What follows belongs to an exercise in optimizing a design on an open flow for small area; a production flow would make more cautious choices. At most, simulation tests tie the RTL to the original design; equivalence was not proved. No functional check of the RTL was part of run 3. Power is estimated from default activity; no workload was simulated.

File: design.v
module simproc_system #(
    parameter CLK_BITS = 10
) (
    input  logic                        clk,
    input  logic                        rst,
    input  logic    [CLK_BITS - 1 : 0]  clk_per_bit,
    input  logic                        uart_rx,
    output logic                        uart_tx,
    output logic                        halt,
    output logic                        done
);
    logic [7:0] u;
    assign u = clk_per_bit[9:2];
    logic       rx_done;
    logic [7:0] rx_byte;
    logic [7:0] pc, ad, rdata, wdata;
    logic [5:0] raddr, waddr;
    logic       cpu_rd, run, uart_we, pc_set_wr, mem_we;
    uart_rx_unit RX (
        .clk(clk), .rst(rst), .u(u), .uart_rx(uart_rx),
        .rx_done(rx_done), .rx_byte(rx_byte)
    );
    cmd_unit CMD (
        .clk(clk), .rst(rst), .u(u), .rx_done(rx_done), .rx_byte(rx_byte),
        .pc(pc), .cpu_rd(cpu_rd), .rdata(rdata),
        .uart_tx(uart_tx), .run(run), .uart_we(uart_we), .pc_set_wr(pc_set_wr), .ad(ad)
    );
    cpu_unit CPU (
        .clk(clk), .rst(rst), .run(run), .uart_we(uart_we), .pc_set_wr(pc_set_wr),
        .ad(ad), .rdata(rdata), .rx_byte(rx_byte),
        .pc(pc), .cpu_rd(cpu_rd), .halt(halt), .done(done),
        .raddr(raddr), .waddr(waddr), .wdata(wdata), .mem_we(mem_we)
    );
    mem_unit MEM (
        .clk(clk), .raddr(raddr), .waddr(waddr), .wdata(wdata), .we(mem_we),
        .rdata(rdata)
    );
endmodule
module uart_rx_unit (
    input  logic       clk,
    input  logic       rst,
    input  logic [7:0] u,
    input  logic       uart_rx,
    output logic       rx_done,
    output logic [7:0] rx_byte
);
    localparam logic [1:0] R_IDLE = 2'd0, R_START = 2'd1, R_RECV = 2'd2, R_DONE = 2'd3;
    logic       rx_meta, rx_in;
    logic [1:0] state;
    logic [9:0] cnt;             
    logic [8:0] sr;              
    logic       start, tick;
    assign start   = (state == R_START);
    assign tick    = start ? (cnt == 10'd2) : (cnt == 10'd1);
    assign rx_byte = sr[8:1];
    always_ff @(posedge clk) begin
        rx_meta <= uart_rx;
        rx_in   <= rx_meta;
    end
    always_ff @(posedge clk) begin
        if (rst) begin
            state   <= R_IDLE;
            rx_done <= 1'b0;
        end else begin
            rx_done <= 1'b0;
            case (state)
                R_IDLE:  if (!rx_in) state <= R_START;
                R_START: if (tick) state <= R_RECV;
                R_RECV:  if (tick && sr[0]) state <= R_DONE;
                default: if (tick) begin
                    state   <= R_IDLE;
                    rx_done <= 1'b1;
                end
            endcase
        end
    end
    always_ff @(posedge clk) begin
        if (state == R_IDLE || tick)
            cnt <= {u, 2'b00};
        else
            cnt <= cnt - {8'd0, start, !start};
        if (tick) begin
            if (start)
                sr <= 9'h100;
            else if (state == R_RECV && !sr[0])
                sr <= {rx_in, sr[8:1]};
        end
    end
endmodule
module cmd_unit (
    input  logic       clk,
    input  logic       rst,
    input  logic [7:0] u,
    input  logic       rx_done,
    input  logic [7:0] rx_byte,
    input  logic [7:0] pc,
    input  logic       cpu_rd,
    input  logic [7:0] rdata,
    output logic       uart_tx,
    output logic       run,
    output logic       uart_we,
    output logic       pc_set_wr,
    output logic [7:0] ad
);
    localparam logic [2:0] S_WCMD = 3'd0, S_WADDR = 3'd1, S_WDATA = 3'd2, S_EXEC = 3'd3,
                           S_RESP = 3'd4, S_XMIT = 3'd5, S_XDONE = 3'd6, S_XFIN = 3'd7;
    localparam logic [3:0] K_NOP = 4'd0, K_READ = 4'd1, K_WRITE = 4'd2, K_PING = 4'd3,
                           K_RUN = 4'd4, K_HALT = 4'd5, K_STEP = 4'd6, K_SETPC = 4'd7,
                           K_GETPC = 4'd8;
    logic [2:0] cs;
    logic [3:0] ci;              
    logic       late;            
    logic       run_reg, step_pulse;
    logic [9:0] tx_cnt;
    logic       tx_tick;
    logic [3:0] rx_code;
    always_comb begin
        case (rx_byte)
            8'hA3:   rx_code = K_READ;
            8'h5C:   rx_code = K_WRITE;
            8'hF0:   rx_code = K_PING;
            8'h3F:   rx_code = K_RUN;
            8'hC7:   rx_code = K_HALT;
            8'h6D:   rx_code = K_STEP;
            8'h99:   rx_code = K_SETPC;
            8'hB2:   rx_code = K_GETPC;
            default: rx_code = K_NOP;
        endcase
    end
    assign tx_tick = (tx_cnt == 10'd1);
    logic exec, is_read, is_ping, is_getpc, is_resp;
    assign exec     = (cs == S_EXEC);
    assign is_read  = (ci == K_READ);
    assign is_ping  = (ci == K_PING);
    assign is_getpc = (ci == K_GETPC);
    assign is_resp  = is_read | is_ping | is_getpc;
    logic [7:0] resp_val;
    always_comb begin
        if (is_ping)       resp_val = 8'hAA;
        else if (is_getpc) resp_val = pc;
        else               resp_val = rdata;
    end
    always_ff @(posedge clk) begin
        if (rst) begin
            cs         <= S_WCMD;
            run_reg    <= 1'b0;
            step_pulse <= 1'b0;
            uart_tx    <= 1'b1;
        end else begin
            step_pulse <= exec && ci == K_STEP;
            if (exec && ci == K_RUN)  run_reg <= 1'b1;
            if (exec && ci == K_HALT) run_reg <= 1'b0;
            uart_tx <= (cs == S_XMIT) ? (ci != 4'd0 ? ad[0] : 1'b0) : 1'b1;
            case (cs)
                S_WCMD:  if (rx_done) cs <= S_WADDR;
                S_WADDR: if (rx_done) cs <= S_WDATA;
                S_WDATA: if (rx_done) cs <= S_EXEC;
                S_EXEC:  cs <= is_resp ? S_RESP : S_WCMD;
                S_RESP:  cs <= S_XMIT;
                S_XMIT:  if (tx_tick && ci == 4'd9) cs <= S_XDONE;
                S_XDONE: cs <= S_XFIN;
                default: cs <= S_WCMD;
            endcase
        end
    end
    always_ff @(posedge clk) begin
        case (cs)
            S_WCMD:  if (rx_done) ci <= rx_code;
            S_RESP:  ci <= 4'd0;
            S_XMIT:  if (tx_tick) ci <= ci + 4'd1;
            default: ;
        endcase
        case (cs)
            S_WADDR: if (rx_done) ad <= rx_byte;
            S_EXEC:  if (is_resp && !(is_read && cpu_rd)) ad <= resp_val;
            S_RESP:  if (late) ad <= rdata;
            S_XMIT:  if (tx_tick && ci != 4'd0) ad <= {1'b1, ad[7:1]};
            default: ;
        endcase
        if (exec) late <= is_read && cpu_rd;
        if (cs == S_RESP || tx_tick)
            tx_cnt <= {u, 2'b00};
        else
            tx_cnt <= tx_cnt - 10'd1;
    end
    assign run       = step_pulse | run_reg;
    assign uart_we   = exec && ci == K_WRITE;
    assign pc_set_wr = exec && ci == K_SETPC;
endmodule
module cpu_unit (
    input  logic       clk,
    input  logic       rst,
    input  logic       run,
    input  logic       uart_we,
    input  logic       pc_set_wr,
    input  logic [7:0] ad,
    input  logic [7:0] rdata,
    input  logic [7:0] rx_byte,
    output logic [7:0] pc,
    output logic       cpu_rd,
    output logic       halt,
    output logic       done,
    output logic [5:0] raddr,
    output logic [5:0] waddr,
    output logic [7:0] wdata,
    output logic       mem_we
);
    localparam logic [2:0] C_IDLE = 3'd0, C_1 = 3'd1, C_2 = 3'd2, C_3 = 3'd3,
                           C_4 = 3'd4, C_5 = 3'd5;
    logic [2:0] st;
    logic [7:0] ir;
    logic       nf, zf;
    logic [7:0] rf [0:3];
    logic       pend;            
    logic [3:0] op;
    assign op = ir[3:0];
    logic op_add, op_sub, op_nand, op_arith, op_shift, op_load, op_store, op_br, op_ori;
    assign op_add   = (op == 4'b0100);
    assign op_sub   = (op == 4'b0110);
    assign op_nand  = (op == 4'b1000);
    assign op_arith = op_add | op_sub | op_nand;
    assign op_shift = (op[2:0] == 3'b011);
    assign op_load  = (op == 4'b0000);
    assign op_store = (op == 4'b0010);
    assign op_br    = (op == 4'b1001) || (op == 4'b0101) || (op == 4'b1010) || (op == 4'b0001);
    assign op_ori   = (op[2:0] == 3'b111);
    logic [1:0] ra;
    logic [7:0] a, b;
    assign ra = op_ori ? 2'b00 : ir[7:6];
    assign a  = rf[ra];
    assign b  = rf[ir[5:4]];
    logic [7:0] sum;
    assign sum = a + (b ^ {8{op_sub}}) + {7'd0, op_sub};
    logic [6:0] sh;              
    logic       pass_a;
    always_comb begin
        sh = 7'd0;
        if (op_shift) begin
            if (ir[5]) sh[3 - ir[4:3]] = 1'b1;      
            else       sh[3 + ir[4:3]] = 1'b1;      
        end
    end
    assign pass_a = sh[3] | op_ori;
    logic [7:0] alu;
    always_comb begin
        for (int i = 0; i < 8; i++) begin
            alu[i] = (op_add | op_sub) & sum[i]
                   | op_nand & ~(a[i] & b[i])
                   | op_load & rdata[i]
                   | pass_a & a[i]
                   | (i < 5 ? op_ori & ir[(i + 3) % 8] : 1'b0);
            for (int k = 0; k < 7; k++)
                if (k != 3 && i + k - 3 >= 0 && i + k - 3 < 8)
                    alu[i] = alu[i] | sh[k] & a[(i + k + 5) % 8];
        end
    end
    logic taken;
    always_comb begin
        case (op)
            4'b1001: taken = !zf;
            4'b0101: taken = !nf;
            4'b1010: taken = zf;
            default: taken = 1'b1;
        endcase
    end
    logic in_c1, in_c3;
    assign in_c1  = (st == C_1);
    assign in_c3  = (st == C_3);
    assign cpu_rd = in_c1 || (in_c3 && op_load);
    always_comb begin
        case (st)
            C_3:     done = op_store || op_br;
            C_4:     done = !op_ori;
            C_5:     done = 1'b1;
            default: done = 1'b0;
        endcase
    end
    assign halt = (st == C_IDLE);
    logic cpu_we;
    assign cpu_we = in_c3 && op_store;
    assign raddr  = in_c1 ? pc[5:0] : (in_c3 && op_load) ? b[5:0] : ad[5:0];
    assign mem_we = cpu_we || uart_we || pend;
    assign waddr  = cpu_we ? b[5:0] : ad[5:0];
    assign wdata  = cpu_we ? a : rx_byte;
    always_ff @(posedge clk) begin
        pend <= cpu_we && uart_we;
    end
    always_ff @(posedge clk) begin
        if (rst) begin
            st <= C_IDLE;
        end else begin
            case (st)
                C_IDLE:  if (run) st <= C_1;
                C_1:     st <= C_2;
                C_2:     st <= C_3;
                C_3:     begin
                    if (op_arith || op_shift || op_load || op_ori) st <= C_4;
                    else if (op_store || op_br) st <= run ? C_1 : C_IDLE;
                    else st <= C_IDLE;
                end
                C_4:     st <= op_ori ? C_5 : (run ? C_1 : C_IDLE);
                C_5:     st <= run ? C_1 : C_IDLE;
                default: st <= C_IDLE;
            endcase
        end
    end
    always_ff @(posedge clk) begin
        if (in_c1)
            ir <= (pend && pc[5:0] == ad[5:0]) ? rx_byte : rdata;
    end
    logic [7:0] pc_sum;
    assign pc_sum = pc + (in_c1 ? 8'd1 : {{4{ir[7]}}, ir[7:4]});
    always_ff @(posedge clk) begin
        if (rst) begin
            pc <= 8'h00;
        end else if (in_c1 || (in_c3 && op_br && taken)) begin
            pc <= pc_sum;
        end else if (st == C_IDLE && pc_set_wr) begin
            pc <= ad;
        end
    end
    logic rf_we, fl_we;
    assign rf_we = in_c3 && (op_arith || op_shift || op_load || op_ori);
    assign fl_we = in_c3 && (op_arith || op_shift || op_ori);
    always_ff @(posedge clk) begin
        if (rst) begin
            nf <= 1'b0;
            zf <= 1'b0;
            rf[0] <= 8'h00;
            rf[1] <= 8'h00;
            rf[2] <= 8'h00;
            rf[3] <= 8'h00;
        end else begin
            if (fl_we) begin
                nf <= alu[7];
                zf <= (alu == 8'h00);
            end
            if (rf_we) rf[ra] <= alu;
        end
    end
endmodule
module mem_unit (
    input  logic       clk,
    input  logic [5:0] raddr,
    input  logic [5:0] waddr,
    input  logic [7:0] wdata,
    input  logic       we,
    output logic [7:0] rdata
);
    logic [7:0] mem [0:63];
    always_ff @(posedge clk) begin
        if (we) mem[waddr] <= wdata;
    end
    logic [65:0] sel;
    always_comb begin
        sel = 66'd0;
        sel[raddr] = 1'b1;
    end
    genvar bi, k;
    generate
        for (bi = 0; bi < 8; bi++) begin : g_bit
            logic [21:0] part;
            for (k = 0; k < 22; k++) begin : g_slice
                logic [2:0] d;
                if (3 * k + 2 < 64) begin : g_full
                    assign d = {mem[3 * k + 2][bi], mem[3 * k + 1][bi], mem[3 * k][bi]};
                end else begin : g_part
                    assign d = {2'b00, mem[3 * k][bi]};
                end
                ao222_slice S (.s(sel[3 * k + 2 : 3 * k]), .d(d), .y(part[k]));
            end
            assign rdata[bi] = ~&part;
        end
    endgenerate
endmodule
module ao222_slice (
    input  logic [2:0] s,
    input  logic [2:0] d,
    output logic       y
);
    assign y = ~|(s & d);
endmodule
`default_nettype none
module tt_um_ieeeuoftasic_simproc (
    input  wire [7:0] ui_in,     
    output wire [7:0] uo_out,    
    input  wire [7:0] uio_in,    
    output wire [7:0] uio_out,   
    output wire [7:0] uio_oe,    
    input  wire       ena,       
    input  wire       clk,       
    input  wire       rst_n      
);
  wire rst;
  wire [9:0] clk_per_bit;
  assign clk_per_bit = {uio_in[7:0], 2'b00};  
  assign rst = ~rst_n;
  assign uio_oe = 8'b0000_0000;  
  assign uio_out = 8'b0000_0000;  
  assign uo_out[7:3] = 5'b0_0000;  
  simproc_system #(
     .CLK_BITS(10)
  ) U1 (
      .clk(clk),
      .rst(rst),
      .clk_per_bit(clk_per_bit),
      .uart_rx(ui_in[0]),
      .uart_tx(uo_out[0]),
      .halt(uo_out[1]),
      .done(uo_out[2])
  );
  wire _unused = &{ui_in[7:1], ena, 1'b0};
endmodule
File: run.sh
#!/bin/bash
# synth_recipe.tcl (not shown) runs the flow's synth.tcl, then flattens the netlist and writes it again
# the make line also repeats each setting of config.mk as NAME=value (left out here)
make -C /OpenROAD-flow-scripts/flow DESIGN_CONFIG=/design/flow/config.mk WORK_HOME=/design/flow/orfs CLKGATE_MAP_FILE= SYNTH_SCRIPT=/design/flow/synth_recipe.tcl finish
File: constraint.sdc
create_clock -name core_clock -period 20.0 [get_ports {clk}]
set_input_delay 4.0000 -clock core_clock [delete_from_list [all_inputs] [get_ports {clk}]]
set_output_delay 4.0000 -clock core_clock [all_outputs]
set_load 0.01 [all_outputs]
File: config.mk
export PLATFORM = sky130hd
export DESIGN_NAME = tt_um_ieeeuoftasic_simproc
export DESIGN_NICKNAME = tt_um_ieeeuoftasic_simproc
export VERILOG_FILES = /design/flow/design.v
export SDC_FILE = /design/flow/constraint.sdc
export NUM_CORES = 4
export LEC_CHECK = 0
export CAP_MARGIN = 20
export CORE_MARGIN = 2
export CORE_UTILIZATION = 45
export CTS_BUF_LIST = sky130_fd_sc_hd__clkbuf_8
export CTS_CLUSTER_DIAMETER = 60
export CTS_CLUSTER_SIZE = 20
export SLEW_MARGIN = 20
export SYNTH_HIERARCHICAL = 1
==> results of run 1 <==
==> per-layer routing <==
layer	GRT usage, %	up-vias	part of all wire [%]
li1	-	7633	-
met1	31.4	8698	41
met2	37.6	775	47
met3	4.27	151	8.2
met4	7.45	0	3.4
met5	0	-	0
==> where the power goes <==
group	total (W)	leakage, nW	switching (W)	internal, W
Combinational	0.000367	2.92	0.000230	0.000137
Clock	0.000710	0.503	0.000450	0.000260
Sequential	0.00147	5.59	0.0000421	0.00143
==> cell type report <==
class                           count  area [sq um]
Fill cell                        4991         30100
Sequential cell                   621         18200
Multi-Input combinational cell   1149          8150
Tap cell                          773           967
Clock buffer                       48           661
Timing Repair Buffer               39           325
Clock inverter                     29           307
Inverter                           46           173
==> synth_stat cells (5+ instances only) <==
cell,instances,area (sq um)
a31oi_1,20,125
o211ai_1,5,37.5
o31ai_1,5,37.5
and2_1,9,56.3
xnor2_1,24,210
nor3b_1,8,60.1
nand3b_1,11,82.6
a222oi_1,178,1780
o21ai_1,7,35.0
mux4_2,8,180
o21ai_2,5,43.8
o21a_1,9,67.6
o22a_1,6,52.6
a21oi_1,61,305
nand2b_1,19,119
dfxtp_1,47,941
a22oi_1,11,82.6
and4_1,11,96.3
mux2i_1,11,110
mux2_2,19,214
or3_1,5,31.3
o22ai_1,16,100
buf_2,18,90.1
ha_1,32,400
nand2_1,53,199
nand4_1,51,319
a211oi_1,5,37.5
o21ai_0,37,185
clkbuf_1,25,93.8
nor2b_1,27,169
xor2_1,20,175
nand4b_1,9,78.8
edfxtp_1,574,17200
a21o_1,6,45.0
nor3_1,23,115
buf_4,38,285
nand3_1,21,105
inv_1,43,161
nor2_1,240,901
nor4_1,17,106
==> cell families after synthesis <==
logic type	Yosys count
XOR/XNOR	44
AND/OR/NAND/NOR	555
AO/OA/AOI/OAI	432
adder cells (fa/ha/maj)	35
other	2
buffers and inverters	130
multiplexers	38
flip-flops	621
==> worst max-delay path, cell delays in order, from the launching register on <==
cell,delay (ps)
edfxtp_1,740
nor4_2,370
buf_4,230
nor2b_1,470
a22oi_1,130
nand2_1,450
inv_1,140
ha_1,360
nand2b_1,170
o32ai_2,100
a21oi_1,950
nor2_1,470
a222oi_1,600
nand4_1,340
nor4_1,650
nand4_1,480
a22oi_1,300
o21ai_0,120
a221o_1,290
nor4_2,530
and2_1,210
and4_1,190
a31o_1,140
==> through the flow <==
stage	power [W]	instance area, sq um
after floorplan	0.00175	26900
after global placement	0.00185	27800
after detailed placement	0.00186	27800
after CTS	0.00256	28700
after global routing	0.00265	28800
final	0.00255	28800
==> how the worst min path moves through the flow <==
stage,from,end,slack [ps],depth (start not counted)
after global routing,U1.RX.rx_meta$_DFF_P_,U1.RX.rx_in$_DFF_P_,340,0
after global placement,U1.RX.rx_meta$_DFF_P_,U1.RX.rx_in$_DFF_P_,310,0
final,U1.RX.rx_meta$_DFF_P_,U1.RX.rx_in$_DFF_P_,340,0
after CTS,U1.RX.rx_meta$_DFF_P_,U1.RX.rx_in$_DFF_P_,340,0
after floorplan,U1.RX.rx_meta$_DFF_P_,U1.RX.rx_in$_DFF_P_,310,0
after detailed placement,U1.RX.rx_meta$_DFF_P_,U1.RX.rx_in$_DFF_P_,310,0
==> Yosys stat by module (local to each module, per instance), excerpt <==
module                      cells  area, sq um  times used  flops+latches
ao222_slice                     1         10.0         176              0
cmd_unit                      231         2020           1             29
cpu_unit                      522         4750           1             56
mem_unit                      795        16900           1            512
tt_um_ieeeuoftasic_simproc     23          165           1              0
uart_rx_unit                  110         1150           1             24
==> layout by cell type (no fill, tap or decap), drive strengths merged, types with 13 or more instances in the layout <==
master / count
a21oi: 62
a222oi: 178
a31oi: 22
buf: 26
clkbuf: 48
clkdlybuf4s50: 13
conb: 45
dfxtp: 47
edfxtp: 574
ha: 32
inv: 63
mux2: 19
nand2: 54
nand2b: 19
nand3: 25
nand3b: 13
nand4: 51
nor2: 244
nor2b: 27
nor3: 27
nor4: 24
o21ai: 50
o22ai: 18
xnor2: 24
xor2: 20
==> summary.md, run 1 <==
| Metric | Value |
|---|---|
| Synth cell types | 99 |
| Clock Sinks | 621 |
| Root Driver | clkbuf_8 |
| Post-synth top flop | edfxtp_1 |
| Max reg flops | approximately 510 |
| Worst Path Class, Setup | flop to flop |
| Critical Path Sink | U1.CPU.zf$_SDFFE_PP0P_ |
| Final hold vios | 0 |
| DRC | 0 |
| Most flops, register | U1.MEM.mem |
| Area grow syn2layout | 7.57% |
| Worst hold slack | between 300 and 400 ps |
| Warnings from Yosys | 10 |
| Setup Buffers After CTS | 0 |
| Port Buffers | 13 |
| Period utilisation layout | 42.6% |
| Reg2reg setup slack | around 11000 ps |
| Clock-pin slew on the worst setup and hold paths | 100 ps |
| Final Setup Violations | 0 |
| Post-route insts no fill | ~2700 |
| Minimum clock period | 8530 ps |
| Sequential-to-total area share from yosys stat | between 60% and 70% |
| Nets | roughly 2000 |
| Largest family of logic cells by synthesized area | compound AO/OA/AOI/OAI gates |
| WL final | about 70000 microns |
| Pwr/cell area | about 89 nW/um^2 |
| RSZ-0062 raised after global routing | no |
| Mapped Cells | 1857 |
| First-pass GRT wire length | roughly 110000 microns |
| FF-to-FF Start | U1.CPU.ir[0]$_DFFE_PP_ |
| Maximum Capacitance Violations | 0 |
| Fmax achieved | approximately 120 MHz |
| Initial DRC Count | approximately 2500 |
| CP Max Fanout | 20 |
| HPWL Detailed | 46700 microns |
| WL/cell | 26.1 microns |
| ANT nets after route | 0 |
| Simple-gate share of the synthesized area | about 11% |
| Post-Place Cells | around 2600 |
| Clk buf depth | 3 |
| Worst Hold Class | flop to flop |
| I/O pins | 43 |
| Clk Latency, worst-skew pair | 700 ps |
| Hold_buf cts | 0 |
| Synth Area in XOR/XNOR | 1.44% |
| DIE HEIGHT | roughly 250 microns |
| Vias in the first global route | 16571 |
| Mux share of post-synthesis cell area | 1.89% |
| Routability cong. | 0.938 |
| Worst r2r path cells | 22 |
| Compound-Gate Fraction of Synth Area | a little over an eighth |
| Synth Register Bits | a little over 600 |
| Status | timing/DRC/antenna clean |
| Syn Area/Cell | 14.4 sq um |
| Slew headroom | roughly 20% |
| Worst slack at placement | approximately 12000 ps |
| Setup TNS | 0 ps |
| Leakage | 9.01 nW |
| CTS tree | yes |
| Post-cts sizing count | 0 |
| Critical path startpoint | U1.CPU.ir[0]$_DFFE_PP_ |
| H-tree depth | 2 |
| Crit path DAT | 9160 ps |
| Post-synth ARST share | 0% |
| Mapped cell area | about 27000 sq um |
| Largest net degree at the start of global routing | between 60 and 70 |
| Worst-Margin Slew | 1190 ps |
| Fraction of layout cells with a size suffix above 1 | 10.0% |
| Worst setup EP type | flop |
| Initial antenna violation count | 0 |
| Adder-Cell Fraction of Synth Area | under 10% |
| Fin Clk Skew | 36.4 ps |
| Routed vias | around 17000 |
| Startpoint types | flop |
| Starting Density | between 40% and 50% |
| Rows | just under 90 |
| Pre-antenna DRT Iters | 6 |
| Final Util | between 40% and 50% |
| Antenna diodes | 0 |
| Core area | around 59000 sq um |
| Die ar. | 61400 sq um |
| Vias/cell | roughly 6.4 |
| Total Routing Usage GR | 23.1% |
| R2R Path End | U1.CPU.zf$_SDFFE_PP0P_ |
| CP required | 20630 ps |
| Cts bufs inserted | 46 |
| Max-slew violation total from the final report | 0 |
| Total grt overflow | 0 |
| Post-synth EDFFs | 574 |
| Die width | 248 microns |
| Min setup slack post-route | approximately 11000 ps |
| VDD IR max | just under 0.09 mV |
| Biggest regs | U1.MEM.mem: 512 flops, U1.CPU.rf: 32 flops |
==> inputs of run 2 (changes only) <==
--- a/config.mk
+++ b/config.mk
@@ -8,8 +8,5 @@
 export CAP_MARGIN = 20
 export CORE_MARGIN = 2
 export CORE_UTILIZATION = 45
-export CTS_BUF_LIST = sky130_fd_sc_hd__clkbuf_8
-export CTS_CLUSTER_DIAMETER = 60
-export CTS_CLUSTER_SIZE = 20
 export SLEW_MARGIN = 20
 export SYNTH_HIERARCHICAL = 1
==> summary.md, run 2 <==
| Metric | Value |
|---|---|
| Status | timing/DRC/antenna clean |
| Die ar. | approximately 60000 sq um |
| VDD IR max | ~0.086 mV |
| Clock share of power | a little under 40% |
| ANT nets after route | 0 |
| Root Driver | clkbuf_16 |
| Port Buffers | 13 |
| Hold_buf cts | 0 |
| RSZ-0062 raised after global routing | no |
| Syn Area/Cell | approximately 14 sq um |
| CTS tree | yes |
| Post-synth top flop | edfxtp_1 |
| Clk Latency, worst-skew pair | ~620 ps |
| I/O pins | 43 |
| Sequential-to-total area share from yosys stat | between 60% and 70% |
| Cell taking the most area after synthesis | edfxtp_1 |
| Logic gate share of total power | about an eighth |
| Most common cell in the synthesized netlist | edfxtp_1 |
| Initial antenna violation count | 0 |
| Most frequent cells in the layout | edfxtp_1 (574), nor2_1 (240), a222oi_1 (178) |
| Worst slack at placement | ~12000 ps |
| Post-synth ARST share | 0% |
| Setup Buffers After CTS | 0 |
| Total grt overflow | 0 |
| Crit path DAT | roughly 9000 ps |
| Post-synth top cells | edfxtp_1 (574), nor2_1 (240), a222oi_1 (178) |
| DRC | 0 |
| Leakage | 9.54 nW |
| Worst-Margin Slew | approximately 1100 ps |
| Cts bufs inserted | 66 |
| Top cell type's share of synthesized area | between 60% and 70% |
| Mapped cell area | about 27000 sq um |
| Hold Startpoint | U1.RX.rx_meta$_DFF_P_ |
| Clk buf depth | 3 |
| Maximum Capacitance Violations | 0 |
| Period utilisation layout | ~42% |
| Nets | 1977 |
| Area grow syn2layout | 11.8% |
| Worst Hold Class | flop to flop |
| Fin Clk Skew | roughly 32 ps |
| Min setup slack post-route | 11510 ps |
| DIE HEIGHT | 248 microns |
| Worst Path Class, Setup | flop to flop |
| Max reg flops | 512 |
| Post-Place Cells | about 2600 |
| Vias/cell | 6.37 |
| Die width | between 200 and 250 microns |
| WL final | around 70000 microns |
| Post-route insts no fill | about 2700 |
| Sw power | 0.000773 W |
| WL/cell | approximately 26 microns |
| Warnings from Yosys | 10 |
| CP Max Fanout | 20 |
| Clock Sinks | 621 |
| Fraction of layout cells with a size suffix above 1 | 10.8% |
| FF-to-FF Start | U1.CPU.ir[1]$_DFFE_PP_ |
| Critical path startpoint | U1.CPU.ir[1]$_DFFE_PP_ |
| Mapped Cells | approximately 1900 |
| Slew headroom | between 20% and 30% |
| Routability cong. | ~0.94 |
| Final Setup Violations | 0 |
| Fmax achieved | approximately 120 MHz |
| Vias in the first global route | roughly 17000 |
| Largest cells by area after synthesis | edfxtp_1 (64%), a222oi_1 (6.7%), dfxtp_1 (3.5%) |
| Post-synth EDFFs | between 500 and 600 |
| Synth Register Bits | roughly 620 |
| Crit path largest cell delay | 920 ps |
| HPWL Detailed | approximately 47000 microns |
| Net Sw Frac | 25.4% |
| Total Power | between 0.003 and 0.004 W |
| Sequential share of power | approximately half |
| Worst path cell trace | nor4_2 > buf_4 > nor2b_1 > a22oi_1 > nand2_1 > inv_1 > ha_1 > nand2b_1 > o32ai_2 > a21oi_1 > nor2_1 > a222oi_1 > nand4_1 > nor4_1 > nand4_1 > a22oi_1 > o21ai_0 > a221o_1 > nor4_2 > and2_1 > and4_1 > a31o_1 |
| H-tree depth | 3 |
| Commonest non-fill, non-tap cell in the layout | edfxtp_1 |
| Antenna diodes | 0 |
| Worst setup EP type | flop |
| Max-slew violation total from the final report | 0 |
| Total Routing Usage GR | around a quarter |
| Final hold vios | 0 |
| Pre-antenna DRT Iters | 6 |
| Crit path max-delay cell type | a21oi_1 |
| Rows | between 80 and 90 |
| Setup TNS | 0 ps |
| Biggest regs | U1.MEM.mem: 512 flops, U1.CPU.rf: 32 flops |
| Clock-pin slew on the worst setup and hold paths | approximately 60 ps |
| Post-cts sizing count | 0 |
| Initial DRC Count | 2605 |
| First-pass GRT wire length | roughly 110000 microns |
| Minimum clock period | 8490 ps |
| Core area | between 50000 and 60000 sq um |
| Pwr/cell area | 102 nW/um^2 |
| Worst hold slack | 325 ps |
| Synth cell types | 99 |
| Largest net degree at the start of global routing | 65 |
| Most flops, register | U1.MEM.mem |
| Internal power | roughly 0.0023 W |
| Startpoint types | flop |
| Fill cells | 4876 |
| Routed vias | ~17000 |
| CP required | 20550 ps |
| Starting Density | approximately 45% |
## run 2: critical path, delay by kind of cell, from the launching register on
family	cells	cell delay [ps]
simple gates	11	4320
compound gates	8	2610
fa+ha+maj	1	360
buf+inv	2	360
flops	1	740
## run 2: cell type report
cell class / instances / area, sq um / area share (%)
Clock buffer: 89 / 1830 / 6.13
Clock inverter: 28 / 274 / 0.916
Inverter: 46 / 173 / 0.577
Multi-Input combinational cell: 1149 / 8150 / 27.3
Sequential cell: 621 / 18200 / 60.8
Tap cell: 773 / 967 / 3.23
Timing Repair Buffer: 39 / 325 / 1.09
## run 2: layer usage
layer | GRT usage, % | share of wire (%)
met3 | 4.37 | 7.8
met2 | 37.7 | 47
met4 | 8.95 | 3.4
met1 | 31.7 | 42
met5 | 0 | 0
## run 2: kinds of logic after synthesis
logic type      after synthesis  share of synthesized area [%]
simple gates                555                           11.1
fa+ha+maj                    35                           1.72
xor+xnor                     44                           1.44
mux                          38                           1.89
buf+inv                     130                           2.53
compound gates              432                           13.3
other cells                   2                         0.0281
flops                       621                           68.0
## run 2: power groups by stage
stage,clock [W],combinational [W],sequential [W]
after detailed placement,0,0.000360,0.00150
after floorplan,0,0.000264,0.00148
after CTS,0.00121,0.000362,0.00147
after global routing,0.00126,0.000398,0.00148
after global placement,0,0.000354,0.00150
final,0.00120,0.000368,0.00147
## run 2: modules after synthesis (local to each module, per instance), excerpt
module	copies in the design	flops+latches	cells inside
cmd_unit	1	29	231
mem_unit	1	512	795
tt_um_ieeeuoftasic_simproc	1	0	23
ao222_slice	176	0	1
uart_rx_unit	1	24	110
cpu_unit	1	56	522
## run 2: worst paths after layout
path	endpoint	slack, ps	cells after the start
hold / removal	U1.RX.rx_in$_DFF_P_	330	0
setup / recovery	U1.CPU.zf$_SDFFE_PP0P_	11510	22
setup reg to reg	U1.CPU.zf$_SDFFE_PP0P_	11510	22
hold reg to reg	U1.RX.rx_in$_DFF_P_	330	0
## run 2: stage by stage
step | utilization, % | area (sq um)
after floorplan | - | 26900
after global placement | 47.1 | 27800
after detailed placement | 47.2 | 27800
after CTS | 50.7 | 29900
after global routing | 50.8 | 29900
final | 50.8 | 29900
==> inputs of run 3 (changes only) <==
--- a/design.v
+++ b/design.v
@@ -140,6 +140,13 @@
         else if (is_getpc) resp_val = pc;
         else               resp_val = rdata;
     end
+    logic       ad_en;
+    logic [7:0] ad_d;
+    assign ad_en = (cs == S_WADDR && rx_done)
+                 || (exec && is_resp && !(is_read && cpu_rd))
+                 || (cs == S_RESP && late)
+                 || (cs == S_XMIT && tx_tick && ci != 4'd0);
+    assign ad_d  = (cs == S_WADDR) ? rx_byte : (cs == S_XMIT) ? {1'b1, ad[7:1]} : resp_val;
     always_ff @(posedge clk) begin
         if (rst) begin
             cs         <= S_WCMD;
@@ -170,13 +177,7 @@
             S_XMIT:  if (tx_tick) ci <= ci + 4'd1;
             default: ;
         endcase
-        case (cs)
-            S_WADDR: if (rx_done) ad <= rx_byte;
-            S_EXEC:  if (is_resp && !(is_read && cpu_rd)) ad <= resp_val;
-            S_RESP:  if (late) ad <= rdata;
-            S_XMIT:  if (tx_tick && ci != 4'd0) ad <= {1'b1, ad[7:1]};
-            default: ;
-        endcase
+        if (ad_en) ad <= ad_d;
         if (exec) late <= is_read && cpu_rd;
         if (cs == S_RESP || tx_tick)
             tx_cnt <= {u, 2'b00};
@@ -227,33 +228,12 @@
     logic [1:0] ra;
     logic [7:0] a, b;
     assign ra = op_ori ? 2'b00 : ir[7:6];
-    assign a  = rf[ra];
-    assign b  = rf[ir[5:4]];
-    logic [7:0] sum;
-    assign sum = a + (b ^ {8{op_sub}}) + {7'd0, op_sub};
-    logic [6:0] sh;              
-    logic       pass_a;
-    always_comb begin
-        sh = 7'd0;
-        if (op_shift) begin
-            if (ir[5]) sh[3 - ir[4:3]] = 1'b1;      
-            else       sh[3 + ir[4:3]] = 1'b1;      
-        end
-    end
-    assign pass_a = sh[3] | op_ori;
+    rf_read RR (.r0(rf[0]), .r1(rf[1]), .r2(rf[2]), .r3(rf[3]), .ra(ra), .rb(ir[5:4]), .a(a), .b(b));
     logic [7:0] alu;
-    always_comb begin
-        for (int i = 0; i < 8; i++) begin
-            alu[i] = (op_add | op_sub) & sum[i]
-                   | op_nand & ~(a[i] & b[i])
-                   | op_load & rdata[i]
-                   | pass_a & a[i]
-                   | (i < 5 ? op_ori & ir[(i + 3) % 8] : 1'b0);
-            for (int k = 0; k < 7; k++)
-                if (k != 3 && i + k - 3 >= 0 && i + k - 3 < 8)
-                    alu[i] = alu[i] | sh[k] & a[(i + k + 5) % 8];
-        end
-    end
+    alu_unit ALU (
+        .a(a), .b(b), .ir(ir), .rdata(rdata), .op_add(op_add), .op_sub(op_sub),
+        .op_nand(op_nand), .op_shift(op_shift), .op_load(op_load), .op_ori(op_ori), .alu(alu)
+    );
     logic taken;
     always_comb begin
         case (op)
@@ -278,10 +258,13 @@
     assign halt = (st == C_IDLE);
     logic cpu_we;
     assign cpu_we = in_c3 && op_store;
-    assign raddr  = in_c1 ? pc[5:0] : (in_c3 && op_load) ? b[5:0] : ad[5:0];
+    logic [7:0] ir_d;
+    mem_ports MP (
+        .in_c1(in_c1), .ld(in_c3 && op_load), .cpu_we(cpu_we), .pend(pend),
+        .pc(pc), .b(b), .a(a), .ad(ad), .rx_byte(rx_byte), .rdata(rdata),
+        .raddr(raddr), .waddr(waddr), .wdata(wdata), .ir_d(ir_d)
+    );
     assign mem_we = cpu_we || uart_we || pend;
-    assign waddr  = cpu_we ? b[5:0] : ad[5:0];
-    assign wdata  = cpu_we ? a : rx_byte;
     always_ff @(posedge clk) begin
         pend <= cpu_we && uart_we;
     end
@@ -305,39 +288,36 @@
         end
     end
     always_ff @(posedge clk) begin
-        if (in_c1)
-            ir <= (pend && pc[5:0] == ad[5:0]) ? rx_byte : rdata;
+        if (in_c1) ir <= ir_d;
     end
     logic [7:0] pc_sum;
     assign pc_sum = pc + (in_c1 ? 8'd1 : {{4{ir[7]}}, ir[7:4]});
+    logic       pc_en;
+    logic [7:0] pc_d;
+    assign pc_en = rst || in_c1 || (in_c3 && op_br && taken) || (halt && pc_set_wr);
+    assign pc_d  = {8{!rst}} & (halt ? ad : pc_sum);
     always_ff @(posedge clk) begin
-        if (rst) begin
-            pc <= 8'h00;
-        end else if (in_c1 || (in_c3 && op_br && taken)) begin
-            pc <= pc_sum;
-        end else if (st == C_IDLE && pc_set_wr) begin
-            pc <= ad;
-        end
+        if (pc_en) pc <= pc_d;
     end
     logic rf_we, fl_we;
     assign rf_we = in_c3 && (op_arith || op_shift || op_load || op_ori);
     assign fl_we = in_c3 && (op_arith || op_shift || op_ori);
+    logic [7:0] rf_d;
+    assign rf_d = {8{!rst}} & alu;
     always_ff @(posedge clk) begin
-        if (rst) begin
-            nf <= 1'b0;
-            zf <= 1'b0;
-            rf[0] <= 8'h00;
-            rf[1] <= 8'h00;
-            rf[2] <= 8'h00;
-            rf[3] <= 8'h00;
-        end else begin
-            if (fl_we) begin
-                nf <= alu[7];
-                zf <= (alu == 8'h00);
-            end
-            if (rf_we) rf[ra] <= alu;
+        if (rst || fl_we) begin
+            nf <= rf_d[7];
+            zf <= !rst && (alu == 8'h00);
         end
     end
+    genvar w;
+    generate
+        for (w = 0; w < 4; w++) begin : g_rf
+            always_ff @(posedge clk) begin
+                if (rst || (rf_we && ra == w)) rf[w] <= rf_d;
+            end
+        end
+    endgenerate
 endmodule
 module mem_unit (
     input  logic       clk,
@@ -351,24 +331,23 @@
     always_ff @(posedge clk) begin
         if (we) mem[waddr] <= wdata;
     end
-    logic [65:0] sel;
+    logic [63:0] sel;
     always_comb begin
-        sel = 66'd0;
+        sel = 64'd0;
         sel[raddr] = 1'b1;
     end
     genvar bi, k;
     generate
         for (bi = 0; bi < 8; bi++) begin : g_bit
             logic [21:0] part;
-            for (k = 0; k < 22; k++) begin : g_slice
-                logic [2:0] d;
-                if (3 * k + 2 < 64) begin : g_full
-                    assign d = {mem[3 * k + 2][bi], mem[3 * k + 1][bi], mem[3 * k][bi]};
-                end else begin : g_part
-                    assign d = {2'b00, mem[3 * k][bi]};
-                end
-                ao222_slice S (.s(sel[3 * k + 2 : 3 * k]), .d(d), .y(part[k]));
+            for (k = 0; k < 21; k++) begin : g_slice
+                ao222_slice S (
+                    .s(sel[3 * k + 2 : 3 * k]),
+                    .d({mem[3 * k + 2][bi], mem[3 * k + 1][bi], mem[3 * k][bi]}),
+                    .y(part[k])
+                );
             end
+            assign part[21] = ~(sel[63] & mem[63][bi]);
             assign rdata[bi] = ~&part;
         end
     endgenerate
@@ -380,6 +359,76 @@
 );
     assign y = ~|(s & d);
 endmodule
+module rf_read (
+    input  logic [7:0] r0, r1, r2, r3,
+    input  logic [1:0] ra, rb,
+    output logic [7:0] a, b
+);
+    always_comb begin
+        case (ra)
+            2'd0:    a = r0;
+            2'd1:    a = r1;
+            2'd2:    a = r2;
+            default: a = r3;
+        endcase
+        case (rb)
+            2'd0:    b = r0;
+            2'd1:    b = r1;
+            2'd2:    b = r2;
+            default: b = r3;
+        endcase
+    end
+endmodule
+module mem_ports (
+    input  logic       in_c1, ld, cpu_we, pend,
+    input  logic [7:0] pc, b, a, ad, rx_byte, rdata,
+    output logic [5:0] raddr, waddr,
+    output logic [7:0] wdata, ir_d
+);
+    assign raddr = in_c1 ? pc[5:0] : ld ? b[5:0] : ad[5:0];
+    assign waddr = cpu_we ? b[5:0] : ad[5:0];
+    assign wdata = cpu_we ? a : rx_byte;
+    assign ir_d  = (pend && pc[5:0] == ad[5:0]) ? rx_byte : rdata;
+endmodule
+module alu_unit (
+    input  logic [7:0] a, b, ir, rdata,
+    input  logic       op_add, op_sub, op_nand, op_shift, op_load, op_ori,
+    output logic [7:0] alu
+);
+    logic [7:0] sum;
+    logic [8:0] c;
+    logic [7:0] bb;
+    assign bb   = b ^ {8{op_sub}};
+    always_comb begin
+        c[0] = op_sub;
+        for (int i = 0; i < 8; i++) begin
+            sum[i]   = a[i] ^ bb[i] ^ c[i];
+            c[i + 1] = (a[i] & bb[i]) | (c[i] & (a[i] ^ bb[i]));
+        end
+    end
+    logic [6:0] sh;              
+    logic       pass_a;
+    always_comb begin
+        sh = 7'd0;
+        if (op_shift) begin
+            if (ir[5]) sh[3 - ir[4:3]] = 1'b1;      
+            else       sh[3 + ir[4:3]] = 1'b1;      
+        end
+    end
+    assign pass_a = sh[3] | op_ori;
+    always_comb begin
+        for (int i = 0; i < 8; i++) begin
+            alu[i] = (op_add | op_sub) & sum[i]
+                   | op_nand & ~(a[i] & b[i])
+                   | op_load & rdata[i]
+                   | pass_a & a[i]
+                   | (i < 5 ? op_ori & ir[(i + 3) % 8] : 1'b0);
+            for (int k = 0; k < 7; k++)
+                if (k != 3 && i + k - 3 >= 0 && i + k - 3 < 8)
+                    alu[i] = alu[i] | sh[k] & a[(i + k + 5) % 8];
+        end
+    end
+endmodule
 `default_nettype none
 module tt_um_ieeeuoftasic_simproc (
     input  wire [7:0] ui_in,     
--- a/config.mk
+++ b/config.mk
@@ -7,6 +7,9 @@
 export LEC_CHECK = 0
 export CAP_MARGIN = 20
 export CORE_MARGIN = 2
-export CORE_UTILIZATION = 45
+export CORE_UTILIZATION = 65
+export CTS_BUF_LIST = sky130_fd_sc_hd__clkbuf_8
+export CTS_CLUSTER_DIAMETER = 50
+export CTS_CLUSTER_SIZE = 16
 export SLEW_MARGIN = 20
 export SYNTH_HIERARCHICAL = 1
==> summary.md, run 3 <==
| Metric | Value |
|---|---|
| Status | timing/DRC/antenna clean |
| Clock-pin slew on the worst setup and hold paths | 80 ps |
| Worst Hold Class | flop to flop |
| Top cell type's share of synthesized area | about two thirds |
| Setup TNS | 0 ps |
| Largest net degree at the start of global routing | 65 |
| Post-synth EDFFs | approximately 580 |
| Worst-Margin Slew | around 1100 ps |
| Most frequent cells in the layout | edfxtp_1 (584), a222oi_1 (172), nor2_1 (171) |
| Commonest non-fill, non-tap cell in the layout | edfxtp_1 |
| Initial antenna violation count | 1 |
| CP Max Fanout | 23 |
| Post-synth top flop | edfxtp_1 |
| Mapped cell area | 26000 sq um |
| VDD IR max | ~0.086 mV |
| First-pass GRT wire length | 92100 microns |
| Final Setup Violations | 0 |
| Worst Path Class, Setup | flop to flop |
| Fraction of layout cells with a size suffix above 1 | roughly 11% |
| Worst path cell trace | nor2_1 > nand2_1 > nor3_1 > buf_4 > mux2i_1 > o21ai_1 > buf_4 > inv_1 > ha_1 > or3b_1 > o31a_1 > nand3_1 > nor2_1 > a222oi_1 > nand4_1 > nor4_1 > o311ai_2 > a22o_1 > a221oi_1 > o221ai_1 > a221o_1 > nor4_1 > nand2_1 > nor4_1 |
| Crit path largest cell delay | roughly 740 ps |
| HPWL Detailed | 40200 microns |
| Minimum clock period | roughly 7600 ps |
| Area grow syn2layout | 6.51% |
| Routed vias | about 16000 |
| I/O pins | 43 |
| Syn Area/Cell | approximately 15 sq um |
| Worst slack at placement | between 10000 and 15000 ps |
| Fill cells | ~2700 |
| Startpoint types | flop |
| ANT nets after route | 0 |
| Crit path max-delay cell type | edfxtp_1 |
| Setup Buffers After CTS | 0 |
| Final hold vios | 0 |
| Rows | 73 |
| Pwr/cell area | approximately 93 nW/um^2 |
| Mapped Cells | roughly 1700 |
| Total Routing Usage GR | about 30% |
| Most flops, register | U1.MEM.mem |
| Clk buf depth | 3 |
| Fmax achieved | around 130 MHz |
| Routability cong. | between 0.8 and 0.9 |
| Vias in the first global route | between 15000 and 20000 |
| CTS tree | yes |
| RSZ-0062 raised after global routing | no |
| Crit path DAT | about 8000 ps |
| WL/cell | ~27 microns |
| Min setup slack post-route | roughly 12000 ps |
| Root Driver | clkbuf_8 |
| Cts bufs inserted | 52 |
| CP required | between 20000 and 25000 ps |
| Fin Clk Skew | 34.8 ps |
| Post-cts sizing count | 0 |
| Maximum Capacitance Violations | 0 |
| DIE HEIGHT | 204 microns |
| Initial DRC Count | approximately 2300 |
| Total grt overflow | 0 |
| Total Power | ~0.0026 W |
| DRC | 0 |
| Port Buffers | 13 |
| Max reg flops | 512 |
| Synth cell types | between 90 and 100 |
| H-tree depth | 2 |
| WL final | 61500 microns |
| Period utilisation layout | 38.2% |
| Clock Sinks | 619 |
| Post-synth ARST share | 0% |
| Most common cell in the synthesized netlist | edfxtp_1 |
| Max-slew violation total from the final report | 0 |
| Core area | 39600 sq um |
| Hold_buf cts | 0 |
| Cell taking the most area after synthesis | edfxtp_1 |
| Nets | 1786 |
| Synth Register Bits | a little over 600 |
| Post-synth top cells | edfxtp_1 (584), a222oi_1 (172), nor2_1 (171) |
| Vias/cell | approximately 7 |
| Sequential-to-total area share from yosys stat | between 70% and 80% |
| Antenna diodes | 0 |
| Die ar. | 41700 sq um |
| Leakage | about 8.8 nW |
| Largest cells by area after synthesis | edfxtp_1 (67%), a222oi_1 (6.6%), dfxtp_1 (2.7%) |
| Die width | 204 microns |
| Starting Density | between 60 and 70% |
| Worst setup EP type | flop |
| Most used cell, CP | nor4_1 |
| Final Util | between 60% and 70% |
| Clk Latency, worst-skew pair | 680 ps |
| Crit-path leading delay family | simple AND/OR/NAND/NOR gates |
| Pre-antenna DRT Iters | 10 |
| Slew headroom | 23.6% |
| Warnings from Yosys | 14 |
| Buf/Inv on CP | 3 |
| Worst hold slack | between 300 and 400 ps |
| Biggest regs | U1.MEM.mem: 512 flops, U1.CPU.rf: 32 flops |
## run 3: changes by cell type in the layout (fill, tap and decap cells not counted), sizes merged, moves of 11 or more
cell and change:
nand2 +14, o21ai -16, a21oi -27, ha -11
nor2 -73, conb -24, a31oi -16, clkinv -14
nand3 +19, o22ai -11, nor3b +17, dfxtp -12
clkbuf -35
## run 3: final cells by class
| class | instances | area, sq um | area share, % |
|---|---|---|---|
| multi-input combinational | 979 | 7300 | 26.3 |
| clock inverter | 23 | 274 | 0.988 |
| clock buffer | 54 | 743 | 2.68 |
| tap | 525 | 657 | 2.37 |
| inverter | 38 | 143 | 0.514 |
| sequential | 619 | 18200 | 65.7 |
| timing repair buffer | 48 | 393 | 1.42 |
## run 3: cell families (layout without fill, tap and decap cells)
logic type | count (synthesis) | count (layout) | synth area share [%]
xor+xnor | 32 | 32 | 1.08
fa+ha+maj | 29 | 29 | 1.62
compound gates | 335 | 335 | 11.2
buf+inv | 121 | 163 | 2.53
simple gates | 499 | 499 | 10.2
other cells | 1 | 21 | 0.0144
mux | 63 | 63 | 3.32
flops | 619 | 619 | 70.0
## run 3: per-layer routing
metal  wire (microns)  GRT usage, %  vias to the layer above
met2            29800          48.2                      847
met5                0             0                        -
met4             2000          10.3                        0
li1                 -             -                     7041
met1            24200          42.6                     7943
met3             5450          3.83                      120
## run 3: worst paths after layout
kind	start	end	slack, ps	cells after the start
max	U1.CPU.ir[3]$_DFFE_PP_	U1.CPU.zf$_DFFE_PP_	12360	24
min	U1.RX.rx_meta$_DFF_P_	U1.RX.rx_in$_DFF_P_	340	0
max reg2reg	U1.CPU.ir[3]$_DFFE_PP_	U1.CPU.zf$_DFFE_PP_	12360	24
min reg2reg	U1.RX.rx_meta$_DFF_P_	U1.RX.rx_in$_DFF_P_	340	0
## run 3: modules after synthesis, one instance, submodules excluded, excerpt
module | cell area (sq um) | flops+latches
uart_rx_unit | 1150 | 24
ao222_slice | 10.0 | 0
rf_read | 393 | 0
tt_um_ieeeuoftasic_simproc | 165 | 0
cmd_unit | 1900 | 29
mem_unit | 17100 | 512
cpu_unit | 2460 | 54
alu_unit | 762 | 0
mem_ports | 452 | 0
## run 3: per-stage QoR
step                      instances  area (sq um)
after floorplan                1719         26100
after global placement         2209         26700
after detailed placement       2209         26700
after CTS                      2286         27700
after global routing           2286         27700
final                          2286         27700
## run 3: where the power goes
part | leakage, nW | switching (W) | internal [W]
Combinational | 2.67 | 0.000224 | 0.000151
Clock | 0.522 | 0.000421 | 0.000311
Sequential | 5.59 | 0.0000428 | 0.00144
Total | 8.79 | 0.000687 | 0.00190
==> inputs of run 4 (changes only) <==
--- a/design.v
+++ b/design.v
@@ -328,13 +328,27 @@
     output logic [7:0] rdata
 );
     logic [7:0] mem [0:63];
-    always_ff @(posedge clk) begin
-        if (we) mem[waddr] <= wdata;
+    logic [7:0] wlo, whi;
+    logic [7:0] rlo, rhi;
+    always_comb begin
+        for (int i = 0; i < 8; i++) begin
+            wlo[i] = we && waddr[2:0] == i;
+            whi[i] = waddr[5:3] == i;
+            rlo[i] = raddr[2:0] == i;
+            rhi[i] = raddr[5:3] == i;
+        end
     end
+    genvar wi;
+    generate
+        for (wi = 0; wi < 64; wi++) begin : g_word
+            always_ff @(posedge clk) begin
+                if (wlo[wi % 8] && whi[wi / 8]) mem[wi] <= wdata;
+            end
+        end
+    endgenerate
     logic [63:0] sel;
     always_comb begin
-        sel = 64'd0;
-        sel[raddr] = 1'b1;
+        for (int i = 0; i < 64; i++) sel[i] = rlo[i % 8] & rhi[i / 8];
     end
     genvar bi, k;
     generate
--- a/config.mk
+++ b/config.mk
@@ -5,11 +5,11 @@
 export SDC_FILE = /design/flow/constraint.sdc
 export NUM_CORES = 4
 export LEC_CHECK = 0
-export CAP_MARGIN = 20
+export CAP_MARGIN = 0
 export CORE_MARGIN = 2
 export CORE_UTILIZATION = 65
 export CTS_BUF_LIST = sky130_fd_sc_hd__clkbuf_8
 export CTS_CLUSTER_DIAMETER = 50
 export CTS_CLUSTER_SIZE = 16
-export SLEW_MARGIN = 20
+export SLEW_MARGIN = 0
 export SYNTH_HIERARCHICAL = 1
==> summary.md, run 4 <==
| Metric | Value |
|---|---|
| Leakage | 8.57 nW |
| CTS tree | yes |
| Area grow syn2layout | 5.61% |
| Largest cells by area after synthesis | edfxtp_1 (69%), a222oi_1 (6.8%), nor2_1 (2.7%) |
| Warnings from Yosys | 15 |
| Minimum clock period | a little over 7000 ps |
| Antenna diodes | 0 |
| Setup Buffers After CTS | 0 |
| Biggest regs | U1.MEM.mem: 512 flops, U1.CPU.rf: 32 flops |
| Nets | between 1500 and 2000 |
| Maximum Capacitance Violations | 0 |
| Sequential-to-total area share from yosys stat | 71.3% |
| Max-slew violation total from the final report | 0 |
| Worst Hold Class | flop to flop |
| Final hold vios | 0 |
| Post-synth top cells | edfxtp_1 (584), nor2_1 (187), a222oi_1 (173) |
| Mapped cell area | roughly 26000 sq um |
| Most frequent cells in the layout | edfxtp_1 (584), nor2_1 (187), a222oi_1 (173) |
| Pre-antenna DRT Iters | 8 |
| HPWL Detailed | just under 40000 microns |
| Post-route insts no fill | between 2000 and 2500 |
| Fmax achieved | 140 MHz |
| Cell taking the most area after synthesis | edfxtp_1 |
| Worst-Margin Slew | 1190 ps |
| Synth cell types | 86 |
| Logic gate share of total power | about an eighth |
| Port Buffers | 13 |
| Startpoint types | flop |
| Pwr/cell area | between 90 and 100 nW/um^2 |
| WL/cell | between 20 and 30 microns |
| DRC | 0 |
| Total grt overflow | 0 |
| Fraction of layout cells with a size suffix above 1 | a little under a tenth |
| Worst Path Class, Setup | flop to flop |
| Commonest non-fill, non-tap cell in the layout | edfxtp_1 |
| Initial antenna violation count | 1 |
| Clock Sinks | 619 |
| Final Setup Violations | 0 |
| Fill cells | 2594 |
| Clk buf depth | 3 |
| Top cell type's share of synthesized area | 68.5% |
| Hold_buf cts | 0 |
| Routability cong. | approximately 0.86 |
| Sequential share of power | between 60% and 70% |
| DIE HEIGHT | approximately 200 microns |
| ANT nets after route | 0 |
| WL final | 60000 microns |
| Vias in the first global route | ~15000 |
| Crit path DAT | around 7600 ps |
| Setup TNS | 0 ps |
| Total Routing Usage GR | 29.5% |
| Period utilisation layout | between 30% and 40% |
| Cts bufs inserted | 50 |
| Clock-pin slew on the worst setup and hold paths | around 90 ps |
| Clock share of power | 27.2% |
| First-pass GRT wire length | ~90000 microns |
| Largest net degree at the start of global routing | 65 |
| Worst setup EP type | flop |
| Slew headroom | around a fifth |
| Die width | 202 microns |
| CP Max Fanout | 17 |
| RSZ-0062 raised after global routing | no |
| I/O pins | 43 |
| Max reg flops | 512 |
| Root Driver | clkbuf_8 |
| Most common cell in the synthesized netlist | edfxtp_1 |
| Starting Density | roughly two thirds |
| Post-cts sizing count | 0 |
| Worst slack at placement | 13070 ps |
| Vias/cell | around 7 |
| Min setup slack post-route | 12830 ps |
| Net Sw Frac | 25.8% |
| Rows | 72 |
| Syn Area/Cell | roughly 16 sq um |
| Core area | 38700 sq um |
| Post-synth ARST share | 0% |
| CP required | slightly above 20000 ps |
| VDD IR max | 0.0950 mV |
| Post-synth EDFFs | between 500 and 600 |
| Post-synth top flop | edfxtp_1 |
| Initial DRC Count | ~2400 |
| Most flops, register | U1.MEM.mem |
| H-tree depth | 2 |
| Sw power | 0.000638 W |
| Die ar. | approximately 41000 sq um |
| Status | timing/DRC/antenna clean |
| Post-Place Cells | 2126 |
| Fin Clk Skew | between 30 and 40 ps |
| Synth Register Bits | roughly 620 |
| Mapped Cells | roughly 1600 |
| Internal power | between 0.0015 and 0.002 W |
| Clk Latency, worst-skew pair | roughly 670 ps |
| Routed vias | around 15000 |
run 4: cell count changes in the layout (fill, tap and decap cells not counted), moves of 9 or more:
cell     previous run  this run
nor2_1            171       187
nor3b_1            19         6
or4_1               3        12
buf_4              35        18
nor4_1             14         5
nand3_1            44        31
run 4: layer usage:
layer,vias up,share of wire [%],track usage [%]
li1,6755,-,-
met1,7743,41,43.8
met2,765,47,45.8
met3,104,9.2,4.63
met4,2,2.8,8.86
met5,-,0.023,0.714
run 4: logic make-up (layout without fill, tap and decap cells):
group,after synthesis,in the layout,synth area share (%)
fa+ha+maj,25,25,1.46
buf+inv,105,133,2.24
mux,64,64,3.42
xor+xnor,32,32,1.10
flops,619,619,71.3
compound gates,313,313,10.6
other cells,1,21,0.0147
simple gates,475,475,9.89
run 4: power groups by stage:
stage | registers, W | clock network, W | logic [W]
6_report | 0.00148 | 0.000670 | 0.000316
5_1_grt | 0.00149 | 0.000721 | 0.000348
4_1_cts | 0.00148 | 0.000678 | 0.000313
3_5_place_dp | 0.00151 | 0 | 0.000310
3_3_place_gp | 0.00151 | 0 | 0.000303
2_1_floorplan | 0.00150 | 0 | 0.000234
run 4: Yosys stat by module, one instance, submodules excluded, a selection:
| module | cells | flip-flops and latches | copies in the design | area (sq um) |
|---|---|---|---|---|
| alu_unit | 98 | 0 | 1 | 777 |
| ao222_slice | 1 | 0 | 168 | 10.0 |
| cmd_unit | 200 | 29 | 1 | 1830 |
| cpu_unit | 201 | 54 | 1 | 2460 |
| mem_ports | 51 | 0 | 1 | 452 |
| mem_unit | 763 | 512 | 1 | 16700 |
| rf_read | 20 | 0 | 1 | 393 |
| tt_um_ieeeuoftasic_simproc | 23 | 0 | 1 | 165 |
| uart_rx_unit | 110 | 24 | 1 | 1150 |
run 4: final timing paths:
| path | from | depth (start not counted) | to | slack [ps] |
|---|---|---|---|---|
| max reg2reg | U1.CPU.ir[5]$_DFFE_PP_ | 16 | U1.CPU.zf$_DFFE_PP_ | 12830 |
| min reg2reg | U1.RX.rx_meta$_DFF_P_ | 0 | U1.RX.rx_in$_DFF_P_ | 330 |
| max | U1.CPU.ir[5]$_DFFE_PP_ | 16 | U1.CPU.zf$_DFFE_PP_ | 12830 |
| min | U1.RX.rx_meta$_DFF_P_ | 0 | U1.RX.rx_in$_DFF_P_ | 330 |
run 4: layout make-up:
cell class                 count  area, sq um  share of cell area (%)
sequential                   619        18200                    67.5
multi-input combinational    930         6860                    25.4
clock buffer                  52          716                    2.65
tap                          518          648                    2.40
timing repair buffer          31          265                   0.982
clock inverter                22          189                   0.699
inverter                      28          105                   0.389
run 4: per-stage QoR:
step	utilization, %	hold slack [ps]	power [W]	cell area (sq um)
5_1_grt	69.8	345	0.00256	27000
3_5_place_dp	67.4	312	0.00182	26100
6_report	69.8	330	0.00247	27000
4_1_cts	69.7	328	0.00247	27000
3_3_place_gp	67.4	313	0.00181	26100
2_1_floorplan	-	310	0.00173	25700
run 4: critical path: stages (launching register included):
cell      delay (ps)
edfxtp_1         880
mux4_2           450
mux2i_1           90
o21ai_0          760
nand3b_1         760
nor2_1           370
a222oi_1         530
nand4_1          250
or4_1            640
a2111o_1         530
a22o_1           240
a221oi_1         310
o221ai_1         190
a221o_1          300
nor4_1           310
nand2_1          100
nor4_1           220
==> inputs of run 5 (changes only) <==
--- a/config.mk
+++ b/config.mk
@@ -5,11 +5,11 @@
 export SDC_FILE = /design/flow/constraint.sdc
 export NUM_CORES = 4
 export LEC_CHECK = 0
-export CAP_MARGIN = 0
+export CAP_MARGIN = 20
 export CORE_MARGIN = 2
 export CORE_UTILIZATION = 65
 export CTS_BUF_LIST = sky130_fd_sc_hd__clkbuf_8
 export CTS_CLUSTER_DIAMETER = 50
 export CTS_CLUSTER_SIZE = 16
-export SLEW_MARGIN = 0
+export SLEW_MARGIN = 20
 export SYNTH_HIERARCHICAL = 1
==> summary.md, run 5 <==
| Metric | Value |
|---|---|
| I/O pins | 43 |
| DIE HEIGHT | 202 microns |
| Final hold vios | 0 |
| Sequential-to-total area share from yosys stat | between 70% and 80% |
| Crit path max-delay cell type | edfxtp_1 |
| Routed vias | between 15000 and 20000 |
| Vias/cell | slightly below 7 |
| Worst path cell trace | mux4_2 > mux2i_1 > o21ai_0 > nand3b_1 > nor2_1 > a222oi_1 > nand4_1 > or4_1 > a2111o_1 > a22o_1 > a221oi_1 > o221ai_1 > a221o_1 > nor4_1 > nand2_1 > nor4_1 |
| CP Max Fanout | 17 |
| Core area | approximately 39000 sq um |
| Fill cells | about 2600 |
| Worst slack at placement | between 10000 and 15000 ps |
| Cell taking the most area after synthesis | edfxtp_1 |
| Routability cong. | around 0.86 |
| Rows | 72 |
| Buf/Inv on CP | 0 |
| Most flops, register | U1.MEM.mem |
| Initial antenna violation count | 2 |
| Crit-path leading delay family | compound AO/OA/AOI/OAI gates |
| Synth Register Bits | 619 |
| Synth cell types | between 80 and 90 |
| Cts bufs inserted | 50 |
| Worst setup EP type | flop |
| Final Setup Violations | 0 |
| Hold Startpoint | U1.RX.rx_meta$_DFF_P_ |
| Worst Hold Class | flop to flop |
| Port Buffers | 13 |
| Post-route insts no fill | 2205 |
| Fraction of layout cells with a size suffix above 1 | 9.25% |
| VDD IR max | 0.0984 mV |
| Setup Buffers After CTS | 0 |
| Clock-pin slew on the worst setup and hold paths | ~100 ps |
| Post-Place Cells | 2126 |
| Status | timing/DRC/antenna clean |
| WL final | about 60000 microns |
| Fin Clk Skew | 25.5 ps |
| Crit path DAT | around 7500 ps |
| Nets | 1704 |
| Max-slew violation total from the final report | 0 |
| H-tree depth | 2 |
| Crit path largest cell delay | between 800 and 900 ps |
| CP required | around 20000 ps |
| ANT nets after route | 0 |
| Die width | roughly 200 microns |
| Total grt overflow | 0 |
| Hold_buf cts | 0 |
| Largest cells by area after synthesis | edfxtp_1 (69%), a222oi_1 (6.8%), nor2_1 (2.7%) |
| Area grow syn2layout | 5.70% |
| Top cell type's share of synthesized area | between 60 and 70% |
| Warnings from Yosys | 15 |
| CTS tree | yes |
| Vias in the first global route | 14587 |
| Clk Latency, worst-skew pair | around 700 ps |
| Starting Density | around two thirds |
| Biggest regs | U1.MEM.mem: 512 flops, U1.CPU.rf: 32 flops |
| Final Util | between 60% and 70% |
| Worst-Margin Slew | ~1100 ps |
| Most used cell, CP | nor4_1 |
| Post-synth top cells | edfxtp_1 (584), nor2_1 (187), a222oi_1 (173) |
| Setup TNS | 0 ps |
| Root Driver | clkbuf_8 |
| Pwr/cell area | around 92 nW/um^2 |
| Min setup slack post-route | approximately 13000 ps |
| Slew headroom | 27.8% |
| Syn Area/Cell | roughly 16 sq um |
| Post-synth ARST share | 0% |
| Register area | 18200 sq um |
| Worst Path Class, Setup | flop to flop |
| WL/cell | between 20 and 30 microns |
| RSZ-0062 raised after global routing | no |
| Mapped cell area | roughly 26000 sq um |
| Antenna diodes | 0 |
| Die ar. | roughly 40000 sq um |
| Total Routing Usage GR | 29.4% |
| Fmax achieved | roughly 140 MHz |
| Critical path startpoint | U1.CPU.ir[5]$_DFFE_PP_ |
| Post-synth EDFFs | about 600 |
| Clock Sinks | between 600 and 700 |
| Post-synth top flop | edfxtp_1 |
| Leakage | ~8.6 nW |
| First-pass GRT wire length | 89400 microns |
| Commonest non-fill, non-tap cell in the layout | edfxtp_1 |
| Post-cts sizing count | 0 |
| Pre-antenna DRT Iters | 9 |
| Maximum Capacitance Violations | 0 |
| Startpoint types | flop |
| Initial DRC Count | about 2300 |
| FF-to-FF Start | U1.CPU.ir[5]$_DFFE_PP_ |
| Period utilisation layout | between 30% and 40% |
| Clk buf depth | 3 |
| Minimum clock period | roughly 7000 ps |
| Max reg flops | slightly above 500 |
| Most frequent cells in the layout | edfxtp_1 (584), nor2_1 (187), a222oi_1 (173) |
| DRC | 0 |
| Largest net degree at the start of global routing | 65 |
| HPWL Detailed | 38500 microns |
| Most common cell in the synthesized netlist | edfxtp_1 |
| Area occupied by multi-input gates | between 6000 and 7000 sq um |
| Mapped Cells | ~1600 |
-- run 5: cell counts after synthesis --
Identical to the previous run, type by type.
-- run 5: per-stage QoR --
stage	cell area, sq um	hold WS [ps]	total power, W
floorplan	25700	310	0.00173
global placement	26100	313	0.00181
detailed placement	26100	312	0.00182
CTS	27000	334	0.00248
global route	27000	356	0.00256
finish	27000	334	0.00248
-- run 5: path summary, 6_finish.rpt --
kind | to | slack [ps] | cells past startpoint
max | U1.CPU.zf$_DFFE_PP_ | 12970 | 16
min | U1.RX.rx_in$_DFF_P_ | 330 | 0
max reg2reg | U1.CPU.zf$_DFFE_PP_ | 12970 | 16
min reg2reg | U1.RX.rx_in$_DFF_P_ | 330 | 0
-- run 5: Yosys stat by module, one instance, submodules excluded, excerpt --
module	flip-flops and latches	cells	cell area [sq um]	copies in the design
rf_read	0	20	393	1
tt_um_ieeeuoftasic_simproc	0	23	165	1
alu_unit	0	98	777	1
mem_ports	0	51	452	1
cpu_unit	54	201	2460	1
mem_unit	512	763	16700	1
ao222_slice	0	1	10.0	168
cmd_unit	29	200	1830	1
uart_rx_unit	24	110	1150	1
-- run 5: final cells by class --
class	instances	area share, %
Clock buffer	50	2.54
Sequential cell	619	67.4
Clock inverter	29	0.865
Inverter	28	0.389
Timing Repair Buffer	31	0.981
Tap cell	518	2.40
Multi-Input combinational cell	930	25.4
-- run 5: layer usage --
layer  GRT usage, %  vias up  routed length, microns
met1           43.2     7696                   24600
met2           45.5      731                   27800
li1               -     6766                       -
met5              0        -                       8
met3           5.26      105                    5600
met4           9.05        2                    1600
-- run 5: report_power, final --
group | internal (W) | switching, W
clock | 0.000267 | 0.000413
combinational | 0.000128 | 0.000187
sequential | 0.00144 | 0.0000413
-- run 5: logic make-up (layout without fill, tap and decap cells) --
kind of cell	Yosys count	after routing	share of synthesized area [%]
xor gates and xnor gates	32	32	1.10
and+or+nand+nor	475	475	9.89
DFF	619	619	71.3
other	1	21	0.0147
buffers and inverters	105	138	2.24
adders and majority gates	25	25	1.46
muxes	64	64	3.42
AOI/OAI and AO/OA	313	313	10.6

## what the ideal ports hide
No port has a modelled driver above. Below, the same layouts with a new extraction and two added sets of constraints. Step 1, drivers: a clkbuf_16 drives clk and a buf_2 each remaining input, both assumed. Step 2 moves the port delays by t, midway between the first and last clock arrival at a register: inputs arrive t later, outputs are due t later. That takes back most of the time a late clock gives input paths. a / b / c = ideal ports / drivers / drivers and shift; a / b = the first two.
run | t (ns) | slack for setup (ns) | latest minus earliest clock arrival (ns) | worst data-port slew with drivers (ns)
run 1 | 0.732 | 11.471 / 11.471 / 11.471 | 0.038 / 0.038 | 0.04
run 2 | 0.661 | 11.512 / 11.512 / 11.512 | 0.034 / 0.033 | 0.03
run 3 | 0.720 | 12.363 / 12.363 / 12.363 | 0.035 / 0.036 | 0.04
run 4 | 0.710 | 12.832 / 12.832 / 12.832 | 0.037 / 0.036 | 0.03
run 5 | 0.726 | 12.967 / 12.967 / 12.967 | 0.027 / 0.027 | 0.03
After both steps every run listed still meets setup and hold.
